Source: an optimization exercise on an open RTL-to-GDS flow (aim: small area). Production flows keep margins and buffers that such runs may drop. In this exercise RTL edits were held to simulation tests only and were not proved equivalent to the original.

==> flow/design.v <==
module Compare #(parameter WIDTH = 30
                )
                (input  [WIDTH-1:0] tag_a_i
                ,input  [WIDTH-1:0] tag_b_i
                ,output             match_o
                );
   assign match_o = (tag_a_i == tag_b_i);
endmodule
module Select3 (input  [2:0] match_i
               ,input  [2:0] data_i
               ,output       data_n_o
               );
   assign data_n_o = ~|(match_i & data_i);
endmodule
module Select2 (input  [1:0] match_i
               ,input  [1:0] data_i
               ,output       data_n_o
               );
   assign data_n_o = ~|(match_i & data_i);
endmodule
module LRU #(parameter LENGTH = 32
            )
            (input clk
            ,input rst
            ,input access
            ,input  [LENGTH-1:0] sel_i
            ,output [LENGTH-1:0] victim_o
            );
   localparam W = $clog2(LENGTH);
   (* mem2reg *) reg [W-1:0] age [0:LENGTH-1];
   wire [LENGTH-1:0] sat;
   genvar g;
   generate
      for (g = 0; g < LENGTH; g = g + 1) begin : way
         wire [W-1:0] nxt;
         AgeNext #(.W(W)
                  ,.INIT(g)
                  )
                  upd (.age_i(age[g])
                      ,.rst(rst)
                      ,.access(access)
                      ,.sel_i(sel_i[g])
                      ,.age_o(nxt)
                      ,.sat_o(sat[g])
                      );
         always_ff @(posedge clk)
            age[g] <= nxt;
      end
   endgenerate
   reg [LENGTH-1:0] victim;
   reg              seen;
   always_comb begin
      seen = 1'b0;
      for (integer i = LENGTH-1; i >= 0; i = i - 1) begin
         victim[i] = sat[i] & ~seen;
         seen      = seen | sat[i];
      end
   end
   assign victim_o = victim;
endmodule
module AgeNext #(parameter W = 5
                ,parameter [W-1:0] INIT = 0
                )
                (input  [W-1:0] age_i
                ,input          rst
                ,input          access
                ,input          sel_i
                ,output [W-1:0] age_o
                ,output         sat_o
                );
   assign sat_o = &age_i;
   wire [W-1:0] t;
   assign t[0] = access & ~sat_o;
   genvar k;
   generate
      for (k = 1; k < W; k = k + 1) begin : carry
         assign t[k] = t[k-1] & age_i[k-1];
      end
   endgenerate
   wire clr = access & sel_i;
   assign age_o = rst ? INIT : (age_i ^ t) & {W{~clr}};
endmodule
module FullyAssociative #(parameter WIDTH = 32
                         ,parameter C = 128      
                         ,parameter B = 4        
                         ,parameter A = C/B      
                         )
                         (input clk
                         ,input rst
                         ,input [WIDTH-1:0] address_i
                         ,input [B*8-1:0] data_i
                         ,input wen_i
                         ,input ren_i
                         ,output reg hit_o
                         ,output [WIDTH-1:0] data_o
                         );
   localparam WIDTH_OFFSET = $clog2(B);
   localparam WIDTH_TAG    = WIDTH - WIDTH_OFFSET;
   localparam WIDTH_DATA   = B*8;
   wire [WIDTH_TAG-1:0] tag = address_i[WIDTH-1:WIDTH_OFFSET];
   (* mem2reg *) reg [WIDTH_TAG-1:0]  tags  [0:A-1];
   (* mem2reg *) reg [WIDTH_DATA-1:0] datas [0:A-1];
   wire [A-1:0] match;
   wire [WIDTH_DATA-1:0] rdata;
   wire [A-1:0] victim;
   wire [WIDTH_TAG-1:0]  tag_in  = rst ? {WIDTH_TAG{1'b0}}  : tag;
   wire [WIDTH_DATA-1:0] data_in = rst ? {WIDTH_DATA{1'b0}} : data_i;
   genvar g, j, k;
   generate
      for (g = 0; g < A; g = g + 1) begin : way
         Compare #(.WIDTH(WIDTH_TAG))
            cmp (.tag_a_i(tags[g])
                ,.tag_b_i(tag)
                ,.match_o(match[g])
                );
         wire ld = rst | (wen_i & ~hit_o & victim[g]);
         wire hd = ~ld;
         wire [WIDTH_TAG-1:0]  tag_d;
         wire [WIDTH_DATA-1:0] data_d;
         for (j = 0; j < WIDTH_TAG; j = j + 1) begin : wt
            WritePort #(.WIDTH(1))
               wp (.q_i(tags[g][j]), .d_i(tag_in[j]), .hold_i(hd), .load_i(ld), .q_o(tag_d[j]));
         end
         for (j = 0; j < WIDTH_DATA; j = j + 1) begin : wd
            WritePort #(.WIDTH(1))
               wp (.q_i(datas[g][j]), .d_i(data_in[j]), .hold_i(hd), .load_i(ld), .q_o(data_d[j]));
         end
         always_ff @(posedge clk) begin
            tags[g]  <= tag_d;
            datas[g] <= data_d;
         end
      end
   endgenerate
   reg [A-1:0] first;
   reg         seen;
   always_comb begin
      seen = 1'b0;
      for (integer i = 0; i < A; i = i + 1) begin
         first[i] = match[i] & ~seen;
         seen     = seen | match[i];
      end
      hit_o = seen;
   end
   localparam NSEL = (A + 2) / 3;
   generate
      for (j = 0; j < WIDTH_DATA; j = j + 1) begin : rbit
         wire [NSEL-1:0] part_n;
         for (k = 0; k < A / 3; k = k + 1) begin : s3
            Select3 sel (.match_i(match[3*k+2:3*k])
                        ,.data_i({datas[3*k+2][j], datas[3*k+1][j], datas[3*k][j]})
                        ,.data_n_o(part_n[k])
                        );
         end
         if (A % 3 == 2) begin : s2
            Select2 sel (.match_i(match[A-1:A-2])
                        ,.data_i({datas[A-1][j], datas[A-2][j]})
                        ,.data_n_o(part_n[NSEL-1])
                        );
         end
         assign rdata[j] = ~&part_n;
      end
   endgenerate
   assign data_o = rdata;
   wire [A-1:0] hit_sel = {first[A-1:1], first[0] | ~hit_o};
   wire [A-1:0] lru_sel = ren_i ? hit_sel : victim;
   wire         lru_access = ren_i & hit_o | wen_i;
   LRU #(.LENGTH(A)
        )
        lru (.clk(clk)
            ,.rst(rst)
            ,.access(lru_access)
            ,.sel_i(lru_sel)
            ,.victim_o(victim)
            );
endmodule
module WritePort #(parameter WIDTH = 32
                  )
                  (input  [WIDTH-1:0] q_i
                  ,input  [WIDTH-1:0] d_i
                  ,input              hold_i
                  ,input              load_i
                  ,output [WIDTH-1:0] q_o
                  );
   assign q_o = (q_i & {WIDTH{hold_i}}) | (d_i & {WIDTH{load_i}});
endmodule
export LEC_CHECK = 0
export CAP_MARGIN = 10
export CORE_MARGIN = 2
export CORE_UTILIZATION = 60
export SLEW_MARGIN = 10
export SYNTH_HIERARCHICAL = 1
create_clock -name core_clock -period 12.0 [get_ports {clk}]
standard.sh (not shown) runs the stock make flow with config.mk's settings and CLKGATE_MAP_FILE= SYNTH_SCRIPT=/design/flow/synth_recipe.tcl, a recipe that flattens the netlist after the stock synthesis.
==> flow/flow/run.sh <==
#!/bin/bash
export CTS_ARGS="-sink_clustering_enable -repair_clock_nets -sink_clustering_size 18 -sink_clustering_max_diameter 50 -buf_list sky130_fd_sc_hd__clkbuf_8 -dont_use_dummy_load"
export BUFFER_PORTS_ARGS="-buffer_cell sky130_fd_sc_hd__buf_1"
bash standard.sh > standard.log 2>&1
Next try:
--- a/flow/design.v
+++ b/flow/design.v
@@ -105,7 +105,7 @@
    wire [A-1:0] victim;
    wire [WIDTH_TAG-1:0]  tag_in  = rst ? {WIDTH_TAG{1'b0}}  : tag;
    wire [WIDTH_DATA-1:0] data_in = rst ? {WIDTH_DATA{1'b0}} : data_i;
-   genvar g, j, k;
+   genvar g;
    generate
       for (g = 0; g < A; g = g + 1) begin : way
          Compare #(.WIDTH(WIDTH_TAG))
@@ -113,21 +113,12 @@
                 ,.tag_b_i(tag)
                 ,.match_o(match[g])
                 );
-         wire ld = rst | (wen_i & ~hit_o & victim[g]);
-         wire hd = ~ld;
-         wire [WIDTH_TAG-1:0]  tag_d;
-         wire [WIDTH_DATA-1:0] data_d;
-         for (j = 0; j < WIDTH_TAG; j = j + 1) begin : wt
-            WritePort #(.WIDTH(1))
-               wp (.q_i(tags[g][j]), .d_i(tag_in[j]), .hold_i(hd), .load_i(ld), .q_o(tag_d[j]));
-         end
-         for (j = 0; j < WIDTH_DATA; j = j + 1) begin : wd
-            WritePort #(.WIDTH(1))
-               wp (.q_i(datas[g][j]), .d_i(data_in[j]), .hold_i(hd), .load_i(ld), .q_o(data_d[j]));
-         end
+         wire we = rst | (wen_i & ~hit_o & victim[g]);
          always_ff @(posedge clk) begin
-            tags[g]  <= tag_d;
-            datas[g] <= data_d;
+            if (we) begin
+               tags[g]  <= tag_in;
+               datas[g] <= data_in;
+            end
          end
       end
    endgenerate
@@ -142,6 +133,7 @@
       hit_o = seen;
    end
    localparam NSEL = (A + 2) / 3;
+   genvar j, k;
    generate
       for (j = 0; j < WIDTH_DATA; j = j + 1) begin : rbit
          wire [NSEL-1:0] part_n;
@@ -173,13 +165,3 @@
             ,.victim_o(victim)
             );
 endmodule
-module WritePort #(parameter WIDTH = 32
-                  )
-                  (input  [WIDTH-1:0] q_i
-                  ,input  [WIDTH-1:0] d_i
-                  ,input              hold_i
-                  ,input              load_i
-                  ,output [WIDTH-1:0] q_o
-                  );
-   assign q_o = (q_i & {WIDTH{hold_i}}) | (d_i & {WIDTH{load_i}});
-endmodule
Result: Setup slack loses 110 ps. Final area climbs by about 1.6%. Maximum frequency drops by about 1.2%. Clock skew fell by 9.1 ps. Flip-flop and latch count is unchanged. Register-to-register slack improved by 20 ps. Core utilization goes down by 0.15 points.

## re-timing with driven ports
Ports are ideal in the flow. The routed layouts listed here were re-timed in OpenROAD. Step 1, drivers: a clkbuf_16 drives clk and a buf_2 each remaining input, both assumed. Step 2 also shifts input and output timing later by t, the mid clock arrival at the registers, as if the neighbouring blocks saw the same clock. Three values: ideal, step 1, step 2; two values: the first two.
run | shift t [ns] | slack for setup (ns) | pins driven straight from the clock port
the first run | 1.006 | 2.842 / 2.819 / 2.819 | 1
the second run | 0.967 | 2.731 / 2.709 / 2.709 | 1
After both steps every run listed still meets setup and hold. For the first run, which loses most, drivers alone change the setup slack by -0.023 ns; drivers and shift together by -0.023 ns.
